Background: an optimization exercise with open tools, aiming at small area. Do not read the settings as production practice. Function was checked by simulation only, so behaviour that the tests miss may differ from the original. The flow treats the clock pin as an ideal source. Dropping or thinning the clock tree relies on that and would not hold on a real chip. Power figures rest on the tool's default switching activity, not on a simulated workload.

==> flow/design.v <==
module calculator (
  input         clk,
  input         res,
  input  [0:15] keys,
  output [7:0]  data_lcd,
  output        send_lcd
);
reg [3:0] k;
integer j;
always @* begin
  k = 4'd0;
  for (j = 0; j < 16; j = j + 1)
    if (keys[j]) k = j;
end
wire any   = |keys;
wire digit = any & (k < 4'd10);
reg  [7:0] L;
reg  [6:0] D;
reg  [7:0] H;
reg  [2:0] op;      
reg  [1:0] c;       
reg        prev, e, run, m;
reg  [4:0] s;
wire op_none = (op == 3'b000);
wire is_addsub = op[2];
wire is_sub = op[2] & op[0];
wire is_mul = op[1] & ~op[0];
wire is_div = op[1] & op[0];
wire is_clr = ~op[2] & ~op[1] & op[0];
wire c11 = c[1] & c[0];
wire start = any & ~prev;
wire opkey = any & ~digit & ~(k[3:2] == 2'b11 & ~k[0]);   
wire eqclr = any & (k[3:2] == 2'b11) & ~k[0];            
wire take  = start & digit & ~c[1];
wire mov   = start & opkey & op_none;
wire eq   = run & m;                  
wire mv   = run & ~m & c11;           
wire dg   = run & ~m & ~c11;          
wire p0 = eq & (s[4:3] == 2'd0);
wire p1 = eq & (s[4:3] == 2'd1);
wire p2 = eq & (s[4:3] == 2'd2);
wire p3 = eq & (s[4:3] == 2'd3);
wire last0 = p0 & (s[2:0] == 3'd7);
wire fin = (eq & (s == 5'd31)) | (mv & (s[2:0] == 3'd7)) | (dg & (s[1:0] == 2'd2));
wire mulm = p0 & is_mul;
wire divm = p0 & is_div;
wire [1:0] di = take ? 2'd3 : ~s[1:0] - 2'd1;
wire dbit = k[di];
wire hin = take | dg ? dbit :
           (p0 & ~op_none & ~is_mul) | p2 ? L[7] : 1'b0;
wire [7:0] Hs = {H[6:0], hin};
wire gD  = (take & c[0]) | (dg & s[1:0] == 2'd1 & c[1]) | mov |
           (last0 & ~op[1]) | (mulm & L[7]) | divm;
wire inv = (last0 & is_sub) | (divm & ~H[7]);
wire c0 = H[3] | (H[2] & (H[1] | H[0]));
wire c1 = H[7] | (H[6] & (H[5] | H[4]));
wire [7:0] Y = ({1'b0, {7{gD}} & D} ^ {8{inv}}) |
               ({8{p2}} & {1'b0, c1, c1, 2'b00, c0, c0, 1'b0});
wire [7:0] S = Hs + Y + {7'd0, inv};
wire lin = (p1 | mv) ? H[7] : ~S[7];
wire lsh = p0 | (p1 & ~is_div) | p2 | mv;
always @(posedge clk) begin
  prev <= any;
  H <= S;
  if (lsh) L <= {L[6:0], lin};
  if (~res) begin
    D <= 7'd0; op <= 3'd0; c <= 2'd0;
    e <= 1'b0; run <= 1'b0; m <= 1'b0; s <= 5'd0;
  end else begin
    e <= start & ~(digit & c[1]);
    if (fin) D <= S[6:0];
    if (take) c <= {c[0], ~c[0]};
    if (start & opkey) begin
      c <= {op_none, op_none};
      op <= {~k[2], k[2], k[1] & k[0]};   
    end
    if (start & eqclr) begin
      m <= 1'b1;
      if (~k[1]) op <= 3'b001;
    end
    if (take | mov | (start & eqclr)) run <= 1'b1;
    if (start) s <= 5'd0;
    else if (run) s <= s + 5'd1;
    if (fin) begin
      run <= 1'b0;
      if (~dg) c <= 2'd0;
      if (eq) begin op <= 3'd0; m <= 1'b0; end
    end
  end
end
reg [7:0] echo;
always @* begin
  case (k)
    4'd10: echo = 8'h2B;
    4'd11: echo = 8'h2D;
    4'd12: echo = 8'h1B;
    4'd13: echo = 8'h2A;
    4'd14: echo = 8'h3D;
    4'd15: echo = 8'h2F;
    default: echo = {4'h3, k};
  endcase
end
assign send_lcd = e | (p3 & (s[1:0] == 2'd0));
assign data_lcd = e ? echo : is_clr ? (s[2] ? 8'h6A : 8'h5B) : {4'h3, H[7:4]};
endmodule
clock: 12.0 ns
lec_check: 0
abc_area: 1
cap_margin: 20
core_margin: 2
core_utilization: 65
cts_buf_list: sky130_fd_sc_hd__clkbuf_4
slew_margin: 20
standard.sh (not shown) runs the stock make flow with config.mk's settings and CLKGATE_MAP_FILE= SYNTH_SCRIPT=/design/flow/synth_recipe.tcl, a recipe that flattens the netlist after the stock synthesis.
==> flow/flow/run.sh <==
#!/bin/bash
# Standard layout with two changes: an area-oriented ABC script for the
# standard synthesis (registers are untouched, only the mapping of the
# combinational logic differs), and the smallest buffer (buf_1) on the ports.
set -euo pipefail
rm -rf scripts_area
cp -r "$FLOW_HOME/scripts" scripts_area
cp flow/abc_area.script scripts_area/abc_area.script
bash standard.sh synth SCRIPTS_DIR="$PWD/scripts_area" ABC_AREA=1 > synth.log 2>&1
bash standard.sh finish BUFFER_PORTS_ARGS="-buffer_cell sky130_fd_sc_hd__buf_1" CTS_ARGS="-sink_clustering_enable -repair_clock_nets -buf_list sky130_fd_sc_hd__clkbuf_4 -dont_use_dummy_load" > layout.log 2>&1
==> flow/flow/abc_area.script <==
&get -n
&st
&deepsyn -T 20
&dch -f
&nf -a -R 1000
&put
mfs3 -a
topo
dnsize -c
Next try:
==> flow/flow/run.sh (replaced) <==
#!/bin/bash
# Standard layout, but with the smallest buffer on the ports.
set -euo pipefail
export BUFFER_PORTS_ARGS="-buffer_cell sky130_fd_sc_hd__buf_1"
bash standard.sh finish BUFFER_PORTS_ARGS="$BUFFER_PORTS_ARGS" > standard.log 2>&1
Settings changed: ABC_AREA 1 to unset, CORE_UTILIZATION 65 to 40.
removed: flow/flow/abc_area.script
What happened: The changed run finished clean; flip-flop and latch count stays the same; area after synthesis went up by about a fifth; routed wire length grows by a quarter to a third.


== v41 ==
RTL: the design.v shown in full above, as it stands there.
==> flow/config.mk <==
export PLATFORM = sky130hd
export DESIGN_NAME = calculator
export DESIGN_NICKNAME = calculator
export VERILOG_FILES = /design/flow/design.v
export SDC_FILE = /design/flow/constraint.sdc
export NUM_CORES = 4
export LEC_CHECK = 0
export ABC_AREA = 1
export CAP_MARGIN = 20
export CORE_MARGIN = 2
export CORE_UTILIZATION = 65
export CTS_BUF_LIST = sky130_fd_sc_hd__clkbuf_4
export SLEW_MARGIN = 20
==> flow/constraint.sdc <==
create_clock -name core_clock -period 12.0 [get_ports {clk}]
set_input_delay 2.4000 -clock core_clock [delete_from_list [all_inputs] [get_ports {clk}]]
set_output_delay 2.4000 -clock core_clock [all_outputs]
set_load 0.01 [all_outputs]
==> flow/flow/run.sh <==
#!/bin/bash
# Standard layout with two changes: an area-oriented ABC script for the
# standard synthesis (registers are untouched, only the mapping of the
# combinational logic differs), and the smallest buffer (buf_1) on the ports.
set -euo pipefail
rm -rf scripts_area
cp -r "$FLOW_HOME/scripts" scripts_area
cp flow/abc_area.script scripts_area/abc_area.script
bash standard.sh synth SCRIPTS_DIR="$PWD/scripts_area" ABC_AREA=1 > synth.log 2>&1
bash standard.sh finish BUFFER_PORTS_ARGS="-buffer_cell sky130_fd_sc_hd__buf_1" CTS_ARGS="-sink_clustering_enable -repair_clock_nets -buf_list sky130_fd_sc_hd__clkbuf_4 -dont_use_dummy_load" > layout.log 2>&1
==> flow/flow/abc_area.script <==
&get -n
&st
&syn2
&dch -f
&nf -a -R 1000
&put
topo
dnsize -c
Relative to v41, the following input files were edited for v33:
--- a/flow/flow/run.sh
+++ b/flow/flow/run.sh
@@ -9,2 +9,2 @@
 bash standard.sh synth SCRIPTS_DIR="$PWD/scripts_area" ABC_AREA=1 > synth.log 2>&1
-bash standard.sh finish BUFFER_PORTS_ARGS="-buffer_cell sky130_fd_sc_hd__buf_1" CTS_ARGS="-sink_clustering_enable -repair_clock_nets -buf_list sky130_fd_sc_hd__clkbuf_4 -dont_use_dummy_load" > layout.log 2>&1
+bash standard.sh finish BUFFER_PORTS_ARGS="-buffer_cell sky130_fd_sc_hd__buf_1" > layout.log 2>&1
## What came out
- v41 consumes less power than v33.
- Any difference in maximum frequency between v41 and v33 is small enough to ignore.
- Wire length of the first global-routing pass (higher): v33
- Count of endpoints failing setup in the final report came out exactly the same in v33 and v41.
- Delta (v33 minus v41): multiplexer fraction of the synthesized cell area comparable, highest ir drop seen on vdd saw an increase, share of total power in combinational logic has decreased.
- Between v33 and v41, the sequential power does not differ in any meaningful way.
- Relative to v41, worst setup slack has decreased by 0.0056 ns in v33.
- For detailed router's first-iteration violation count, dividing the value from v41 by the value from v33 gives 0.802.
- Relative to v41, number of fill cells has decreased by 5 in v33.
--- input diff v33..v1 ---
Settings: ABC_AREA: 1 -> unset; CORE_UTILIZATION: 65 -> 40; CTS_BUF_LIST: sky130_fd_sc_hd__clkbuf_4 -> unset.
==> flow/run.sh (new file) <==
#!/bin/bash
# synth_recipe.tcl (not shown) runs the flow's synth.tcl, then flattens the netlist and writes it again
# the make line also repeats each setting of config.mk as NAME=value (left out here)
make -C /OpenROAD-flow-scripts/flow DESIGN_CONFIG=/design/flow/config.mk WORK_HOME=/design/flow/orfs CLKGATE_MAP_FILE= SYNTH_SCRIPT=/design/flow/synth_recipe.tcl finish
removed: flow/flow/run.sh
removed: flow/flow/abc_area.script
removed: flow/standard.sh
--- outcome ---
Worst setup slack in v1 is 0.49 ns lower than in v33. v1 against v33: sequential cell fraction of total power went down, post-route total power went up 13%. For v33, the combinational family with the most area after synthesis was compound AO/OA/AOI/OAI gates, unlike v1, where it was simple AND/OR/NAND/NOR gates.


## run C
calculator, a different RTL version from the one above (not shown whole).
Size in the first run: roughly 200 cells after synthesis, ~35 flip-flops, roughly 1800 um2 of cells after synthesis.
// calculator
module calculator (
  input         clk,
  input         res,
  input  [0:15] keys,
  output [7:0]  data_lcd,
  output        send_lcd
);
export LEC_CHECK = 0
export ABC_AREA = 1
export CAP_MARGIN = 20
export CORE_AREA = 2.3 2.72 61.64 61.2
export DIE_AREA = 0 0 64 64
export SLEW_MARGIN = 20
create_clock -name core_clock -period 12.0 [get_ports {clk}]
==> flow/flow/run.sh <==
#!/bin/bash
# The standard layout with three changes:
#  - synthesis: the standard synthesis (standard.sh synth), but with an
#    area-oriented ABC script and without the adder-cell extraction, so that
#    ABC maps all of the combinational logic. The registers are the ones the
#    standard synthesis makes. ABC's deepsyn is randomized, so the synthesis
#    runs for each of two scripts (flow/abc_a.script, flow/abc_b.script) with
#    eight seeds, four runs at a time (each in try_<script>_<seed>/, with its
#    own log), and the smallest netlist is laid out. If all fail, a plain area
#    script, then the unchanged standard synthesis, is used.
#  - ports: buffered with the smallest buffer, buf_1.
#  - clock tree: clkbuf_4 buffers, without dummy load cells.
set -uo pipefail
here=$PWD
RUNS=""
for sd in 1 2 3 4 5 6 7 8; do RUNS="$RUNS a_$sd b_$sd"; done
best=""
bestarea=""
n=0
for r in $RUNS; do
  scr=${r%_*}; sd=${r#*_}; t="try_$r"
  rm -rf "$t"; mkdir -p "$t"
  cp -r "$FLOW_HOME/scripts" "$t/scripts"
  sed "s/@SEED@/$sd/" "flow/abc_$scr.script" > "$t/scripts/abc_area.script"
  sed "s#WORK_HOME=[^ ]*#WORK_HOME=$here/$t/orfs#" standard.sh > "$t/standard.sh"
  ( bash "$t/standard.sh" synth SCRIPTS_DIR="$here/$t/scripts" ADDER_MAP_FILE= > "$t/synth.log" 2>&1; echo $? > "$t/rc" ) &
  n=$((n + 1))
  if (( n % 4 == 0 )); then wait; fi
done
wait
for r in $RUNS; do
  t="try_$r"
  stat="$t/orfs/reports/$FLOW_PLATFORM/calculator/base/synth_stat.txt"
  if [[ "$(cat $t/rc)" == 0 && -f "$stat" ]]; then
    a=$(grep "Chip area for module" "$stat" | tail -1 | awk '{print $NF}')
    echo "$r: area $a" >> synth_choice.log
    if [[ -z "$best" ]] || awk -v a="$a" -v b="$bestarea" 'BEGIN{exit !(a < b)}'; then best=$r; bestarea=$a; fi
  else
    echo "$r: failed" >> synth_choice.log
  fi
done
rm -rf orfs
if [[ -n "$best" ]]; then
  echo "chosen: $best ($bestarea)" >> synth_choice.log
  mv "try_$best/orfs" orfs
else
  rm -rf scripts_area; cp -r "$FLOW_HOME/scripts" scripts_area
  cp flow/abc_fallback.script scripts_area/abc_area.script
  if ! bash standard.sh synth SCRIPTS_DIR="$here/scripts_area" ADDER_MAP_FILE= > synth_fallback.log 2>&1; then
    rm -rf orfs
    bash standard.sh synth > synth_standard.log 2>&1
  fi
fi
set -e
bash standard.sh finish BUFFER_PORTS_ARGS="-buffer_cell sky130_fd_sc_hd__buf_1" \
  CTS_ARGS="-sink_clustering_enable -repair_clock_nets -buf_list sky130_fd_sc_hd__clkbuf_4 -dont_use_dummy_load" > layout.log 2>&1
Other scripts of this flow, unchanged in this note and not shown: flow/flow/abc_a.script, flow/flow/abc_b.script, flow/flow/abc_fallback.script
[inputs] run B vs run C
--- a/flow/flow/run.sh
+++ b/flow/flow/run.sh
@@ -10,5 +10,8 @@
 #    script, then the unchanged standard synthesis, is used.
 #  - ports: buffered with the smallest buffer, buf_1.
-#  - clock tree: clkbuf_4 buffers, without dummy load cells.
+#  - clock tree: CTS builds it from clkbuf_4 buffers without dummy load cells;
+#    then flow/onebuf.tcl (POST_CTS_TCL) collapses it into its root buffer,
+#    sized to clkbuf_16 and moved to the centre of the flip-flops, which drives
+#    every flip-flop's clock pin (the clock port feeds only that buffer).
 set -uo pipefail
 here=$PWD
@@ -54,3 +57,4 @@
 set -e
 bash standard.sh finish BUFFER_PORTS_ARGS="-buffer_cell sky130_fd_sc_hd__buf_1" \
-  CTS_ARGS="-sink_clustering_enable -repair_clock_nets -buf_list sky130_fd_sc_hd__clkbuf_4 -dont_use_dummy_load" > layout.log 2>&1
+  CTS_ARGS="-sink_clustering_enable -repair_clock_nets -buf_list sky130_fd_sc_hd__clkbuf_4 -dont_use_dummy_load" \
+  POST_CTS_TCL="$here/flow/onebuf.tcl" ONEBUF_CELL=sky130_fd_sc_hd__clkbuf_16 > layout.log 2>&1
==> flow/flow/onebuf.tcl (new file) <==
# Collapse the clock tree CTS built into its root buffer alone: every sink of the
# leaf buffers moves to the root buffer's output, and the leaf buffers go.
set db [ord::get_db]
set block [ord::get_db_block]
set clkport_net [$block findNet clk]
set root ""
foreach it [$clkport_net getITerms] { if {[$it isInputSignal]} { set root [$it getInst] } }
set rootout [[$root findITerm X] getNet]
set leaves {}
foreach it [$rootout getITerms] {
  if {[$it isInputSignal] && [string match "*clkbuf*" [[[$it getInst] getMaster] getName]]} { lappend leaves [$it getInst] }
}
foreach leaf $leaves {
  set lnet [[$leaf findITerm X] getNet]
  set sinks {}
  foreach it [$lnet getITerms] { if {[$it isInputSignal]} { lappend sinks $it } }
  foreach it $sinks { $it disconnect; $it connect $rootout }
  [$leaf findITerm A] disconnect
  [$leaf findITerm X] disconnect
  odb::dbInst_destroy $leaf
  odb::dbNet_destroy $lnet
}
$root swapMaster [$db findMaster $::env(ONEBUF_CELL)]
puts "ONEBUF: removed [llength $leaves] leaf buffers, root [$root getName] is $::env(ONEBUF_CELL)"
# put the buffer at the centre of its sinks; detailed placement legalizes it
set sx 0; set sy 0; set n 0
foreach it [$rootout getITerms] {
  if {[$it isInputSignal]} { set b [[$it getInst] getBBox]; set sx [expr {$sx + ([$b xMin]+[$b xMax])/2}]; set sy [expr {$sy + ([$b yMin]+[$b yMax])/2}]; incr n }
}
$root setLocation [expr {$sx / $n}] [expr {$sy / $n}]
$root setPlacementStatus PLACED
detailed_placement
==> comparison <==
Diff run C -> run B | first-pass GRT wire length | decrease of 2.0%. Taking run C as the reference, in run B area added between synthesis and finish shrank by 0.70 points, sum of routed wire length over all layers shrank by about 0.6%. Reported for run C and run B, fraction of the mapped netlist area in adder cells turned out identical to the last digit.


calculator again, from the RTL that the note above started with.
clock: 12.0 ns
lec_check: 0
abc_area: 1
cap_margin: 20
core_area: 2.3 2.72 61.64 61.2
die_area: 0 0 64 64
slew_margin: 20
==> flow/flow/run.sh <==
#!/bin/bash
# The standard layout with three changes:
#  - synthesis: the standard synthesis (standard.sh synth), but with an
#    area-oriented ABC script (flow/abc_area.script) and without the adder-cell
#    extraction, so that ABC maps all of the combinational logic. The registers
#    are the ones the standard synthesis makes. ABC's deepsyn is randomized, so
#    the synthesis runs with twelve seeds, four at a time (each in try<seed>/,
#    with its own log), and the smallest netlist is laid out. If all fail, a
#    plain area script, then the unchanged standard synthesis, is used.
#  - ports: buffered with the smallest buffer, buf_1.
#  - clock tree: clkbuf_4 buffers, without dummy load cells.
set -uo pipefail
here=$PWD
SEEDS="2"
best=""
bestarea=""
n=0
for sd in $SEEDS; do
  rm -rf "try$sd"; mkdir -p "try$sd"
  cp -r "$FLOW_HOME/scripts" "try$sd/scripts"
  sed "s/@SEED@/$sd/" flow/abc_area.script > "try$sd/scripts/abc_area.script"
  sed "s#WORK_HOME=[^ ]*#WORK_HOME=$here/try$sd/orfs#" standard.sh > "try$sd/standard.sh"
  ( bash "try$sd/standard.sh" synth SCRIPTS_DIR="$here/try$sd/scripts" ADDER_MAP_FILE= > "try$sd/synth.log" 2>&1; echo $? > "try$sd/rc" ) &
  n=$((n + 1))
  if (( n % 4 == 0 )); then wait; fi
done
wait
for sd in $SEEDS; do
  stat="try$sd/orfs/reports/$FLOW_PLATFORM/calculator/base/synth_stat.txt"
  if [[ "$(cat try$sd/rc)" == 0 && -f "$stat" ]]; then
    a=$(grep "Chip area for module" "$stat" | tail -1 | awk '{print $NF}')
    echo "seed $sd: area $a" >> synth_choice.log
    if [[ -z "$best" ]] || awk -v a="$a" -v b="$bestarea" 'BEGIN{exit !(a < b)}'; then best=$sd; bestarea=$a; fi
  else
    echo "seed $sd: failed" >> synth_choice.log
  fi
done
rm -rf orfs
if [[ -n "$best" ]]; then
  echo "chosen: seed $best ($bestarea)" >> synth_choice.log
  mv "try$best/orfs" orfs
else
  rm -rf scripts_area; cp -r "$FLOW_HOME/scripts" scripts_area
  cp flow/abc_fallback.script scripts_area/abc_area.script
  if ! bash standard.sh synth SCRIPTS_DIR="$here/scripts_area" ADDER_MAP_FILE= > synth_fallback.log 2>&1; then
    rm -rf orfs
    bash standard.sh synth > synth_standard.log 2>&1
  fi
fi
set -e
bash standard.sh finish BUFFER_PORTS_ARGS="-buffer_cell sky130_fd_sc_hd__buf_1" \
  CTS_ARGS="-sink_clustering_enable -repair_clock_nets -buf_list sky130_fd_sc_hd__clkbuf_4 -dont_use_dummy_load" \
  POST_CTS_TCL="$here/flow/onebuf.tcl" ONEBUF_CELL=sky130_fd_sc_hd__clkbuf_16 > layout.log 2>&1
==> flow/flow/abc_area.script <==
&get -n
&st
&deepsyn -J 500 -T 300 -S @SEED@
&dch -f
&nf -a -R 1000
&put
topo
dnsize -c
==> flow/flow/onebuf.tcl <==
# Collapse the clock tree CTS built into its root buffer alone: every sink of the
# leaf buffers moves to the root buffer's output, and the leaf buffers go.
set db [ord::get_db]
set block [ord::get_db_block]
set clkport_net [$block findNet clk]
set root ""
foreach it [$clkport_net getITerms] { if {[$it isInputSignal]} { set root [$it getInst] } }
set rootout [[$root findITerm X] getNet]
set leaves {}
foreach it [$rootout getITerms] {
  if {[$it isInputSignal] && [string match "*clkbuf*" [[[$it getInst] getMaster] getName]]} { lappend leaves [$it getInst] }
}
foreach leaf $leaves {
  set lnet [[$leaf findITerm X] getNet]
  set sinks {}
  foreach it [$lnet getITerms] { if {[$it isInputSignal]} { lappend sinks $it } }
  foreach it $sinks { $it disconnect; $it connect $rootout }
  [$leaf findITerm A] disconnect
  [$leaf findITerm X] disconnect
  odb::dbInst_destroy $leaf
  odb::dbNet_destroy $lnet
}
$root swapMaster [$db findMaster $::env(ONEBUF_CELL)]
puts "ONEBUF: removed [llength $leaves] leaf buffers, root [$root getName] is $::env(ONEBUF_CELL)"
# put the buffer at the centre of its sinks; detailed placement legalizes it
set sx 0; set sy 0; set n 0
foreach it [$rootout getITerms] {
  if {[$it isInputSignal]} { set b [[$it getInst] getBBox]; set sx [expr {$sx + ([$b xMin]+[$b xMax])/2}]; set sy [expr {$sy + ([$b yMin]+[$b yMax])/2}]; incr n }
}
$root setLocation [expr {$sx / $n}] [expr {$sy / $n}]
$root setPlacementStatus PLACED
detailed_placement
Other scripts of this flow, unchanged in this note and not shown: flow/flow/abc_fallback.script
Next try:
--- a/flow/flow/run.sh
+++ b/flow/flow/run.sh
@@ -6,4 +6,4 @@
 #    are the ones the standard synthesis makes. ABC's deepsyn is randomized, so
-#    the synthesis runs with twelve seeds, four at a time (each in try<seed>/,
-#    with its own log), and the smallest netlist is laid out. If all fail, a
+#    four syntheses with different seeds run side by side (each in try<seed>/,
+#    with its own log) and the smallest netlist is laid out. If all fail, a
 #    plain area script, then the unchanged standard synthesis, is used.
@@ -13,7 +13,5 @@
 here=$PWD
-SEEDS="2"
 best=""
 bestarea=""
-n=0
-for sd in $SEEDS; do
+for sd in 1 2 3 4; do
   rm -rf "try$sd"; mkdir -p "try$sd"
@@ -23,7 +21,5 @@
   ( bash "try$sd/standard.sh" synth SCRIPTS_DIR="$here/try$sd/scripts" ADDER_MAP_FILE= > "try$sd/synth.log" 2>&1; echo $? > "try$sd/rc" ) &
-  n=$((n + 1))
-  if (( n % 4 == 0 )); then wait; fi
 done
 wait
-for sd in $SEEDS; do
+for sd in 1 2 3 4; do
   stat="try$sd/orfs/reports/$FLOW_PLATFORM/calculator/base/synth_stat.txt"
@@ -51,3 +47,2 @@
 bash standard.sh finish BUFFER_PORTS_ARGS="-buffer_cell sky130_fd_sc_hd__buf_1" \
-  CTS_ARGS="-sink_clustering_enable -repair_clock_nets -buf_list sky130_fd_sc_hd__clkbuf_4 -dont_use_dummy_load" \
-  POST_CTS_TCL="$here/flow/onebuf.tcl" ONEBUF_CELL=sky130_fd_sc_hd__clkbuf_16 > layout.log 2>&1
+  CTS_ARGS="-sink_clustering_enable -repair_clock_nets -buf_list sky130_fd_sc_hd__clkbuf_4 -dont_use_dummy_load" > layout.log 2>&1
==> flow/flow/abc_area.script (replaced) <==
&get -n
&st
&deepsyn -T 100 -S @SEED@
&dch -f
&nf -a -R 1000
&put
topo
dnsize -c
removed: flow/flow/onebuf.tcl
=> The changed run completed with no timing, DRC or antenna violations; final area increases by 0.64%; maximum frequency grows by 2.7%; hold slack is worse by 7.0 ps; sequential power stays flat; wire length is lower by 2.9%; via count drops by 0.72%; sequential cell count stays the same; register-to-register slack gains 110 ps.
Next try:
--- a/flow/flow/run.sh
+++ b/flow/flow/run.sh
@@ -6,4 +6,4 @@
 #    are the ones the standard synthesis makes. ABC's deepsyn is randomized, so
-#    four syntheses with different seeds run side by side (each in try<seed>/,
-#    with its own log) and the smallest netlist is laid out. If all fail, a
+#    the synthesis runs with twelve seeds, four at a time (each in try<seed>/,
+#    with its own log), and the smallest netlist is laid out. If all fail, a
 #    plain area script, then the unchanged standard synthesis, is used.
@@ -13,5 +13,7 @@
 here=$PWD
+SEEDS="1 2 3 4 5 6 7 8 9 10 11 12"
 best=""
 bestarea=""
-for sd in 1 2 3 4; do
+n=0
+for sd in $SEEDS; do
   rm -rf "try$sd"; mkdir -p "try$sd"
@@ -21,5 +23,7 @@
   ( bash "try$sd/standard.sh" synth SCRIPTS_DIR="$here/try$sd/scripts" ADDER_MAP_FILE= > "try$sd/synth.log" 2>&1; echo $? > "try$sd/rc" ) &
+  n=$((n + 1))
+  if (( n % 4 == 0 )); then wait; fi
 done
 wait
-for sd in 1 2 3 4; do
+for sd in $SEEDS; do
   stat="try$sd/orfs/reports/$FLOW_PLATFORM/calculator/base/synth_stat.txt"
==> flow/flow/abc_area.script (replaced) <==
&get -n
&st
&deepsyn -J 500 -T 300 -S @SEED@
&dch -f
&nf -a -R 1000
&put
topo
dnsize -c
What happened: The changed run finished with timing, DRC and antenna clean; power is unchanged; fmax is unchanged; routed wire length does not change.
Next try:
--- a/flow/flow/run.sh
+++ b/flow/flow/run.sh
@@ -6,5 +6,5 @@
 #    are the ones the standard synthesis makes. ABC's deepsyn is randomized, so
-#    the synthesis runs with twelve seeds, four at a time (each in try<seed>/,
-#    with its own log), and the smallest netlist is laid out. If all fail, a
-#    plain area script, then the unchanged standard synthesis, is used.
+#    eight syntheses with different seeds run, four at a time (each in
+#    try<seed>/, with its own log), and the smallest netlist is laid out. If all
+#    fail, a plain area script, then the unchanged standard synthesis, is used.
 #  - ports: buffered with the smallest buffer, buf_1.
@@ -13,7 +13,5 @@
 here=$PWD
-SEEDS="1 2 3 4 5 6 7 8 9 10 11 12"
 best=""
 bestarea=""
-n=0
-for sd in $SEEDS; do
+for sd in 1 2 3 4 5 6 7 8; do
   rm -rf "try$sd"; mkdir -p "try$sd"
@@ -23,7 +21,6 @@
   ( bash "try$sd/standard.sh" synth SCRIPTS_DIR="$here/try$sd/scripts" ADDER_MAP_FILE= > "try$sd/synth.log" 2>&1; echo $? > "try$sd/rc" ) &
-  n=$((n + 1))
-  if (( n % 4 == 0 )); then wait; fi
+  if [[ $sd == 4 ]]; then wait; fi
 done
 wait
-for sd in $SEEDS; do
+for sd in 1 2 3 4 5 6 7 8; do
   stat="try$sd/orfs/reports/$FLOW_PLATFORM/calculator/base/synth_stat.txt"
==> flow/flow/abc_area.script (replaced) <==
&get -n
&st
&deepsyn -T 30 -S @SEED@
&dch -f
&nf -a -R 1000
&put
topo
dnsize -c
What happened: Synthesized area barely changes; sequential cell count stays the same; via count fell by 1.4%; routed wire length came out lower by 2.6%; die area is unchanged; clock skew went up by 7.5 ps; non-clock buffer count is unchanged; utilization went up by 0.11 points; cell count went up by 4.7%.

[re-timing with driven ports]
How much do the figures lean on ideal ports? The routed layouts below were timed once more, with nothing changed but the port constraints.
Step 1 assumes that a clkbuf_16 drives the clock port and a buf_2 every other input.
Step 2 adds t to the input delays and takes it off the output delays; t is the mean of the earliest and latest rising clock arrival at the registers after step 1. Input paths then give back, and output paths get back, about the clock's delay inside the block.
Three values: no drivers, after step 1, after step 2; two values: the first two.
run | t (ns) | slack for setup (ns) | worst setup path at the end | clock arrival spread, ns
the first run of note 1 | 0.347 | 5.233 / 5.234 / 4.887 | input to register | 0.016 / 0.016
the second run of note 1 | 0.383 | 5.590 / 5.567 / 5.567 | input to output | 0.007 / 0.006
v41 | 0.350 | 5.265 / 5.246 / 4.998 | input to register | 0.032 / 0.032
v33 | 0.363 | 5.259 / 5.240 / 5.010 | input to register | 0.012 / 0.013
v1 | 0.316 | 4.765 / 4.743 / 4.743 | input to output | 0.007 / 0.007
run C | 0.345 | 4.370 / 4.371 / 4.027 | input to register | 0.015 / 0.015
run B | 0.209 | 4.186 / 4.195 / 3.986 | input to register | 0.004 / 0.004
the first run of note 4 | 0.208 | 4.537 / 4.546 / 4.338 | input to register | 0.005 / 0.006
the second run of note 4 | 0.357 | 4.734 / 4.737 / 4.380 | input to register | 0.017 / 0.017
the third run of note 4 | 0.357 | 4.734 / 4.737 / 4.380 | input to register | 0.017 / 0.017
the fourth run of note 4 | 0.350 | 4.810 / 4.811 / 4.461 | input to register | 0.025 / 0.024
After both steps setup and hold are still met in every run listed.
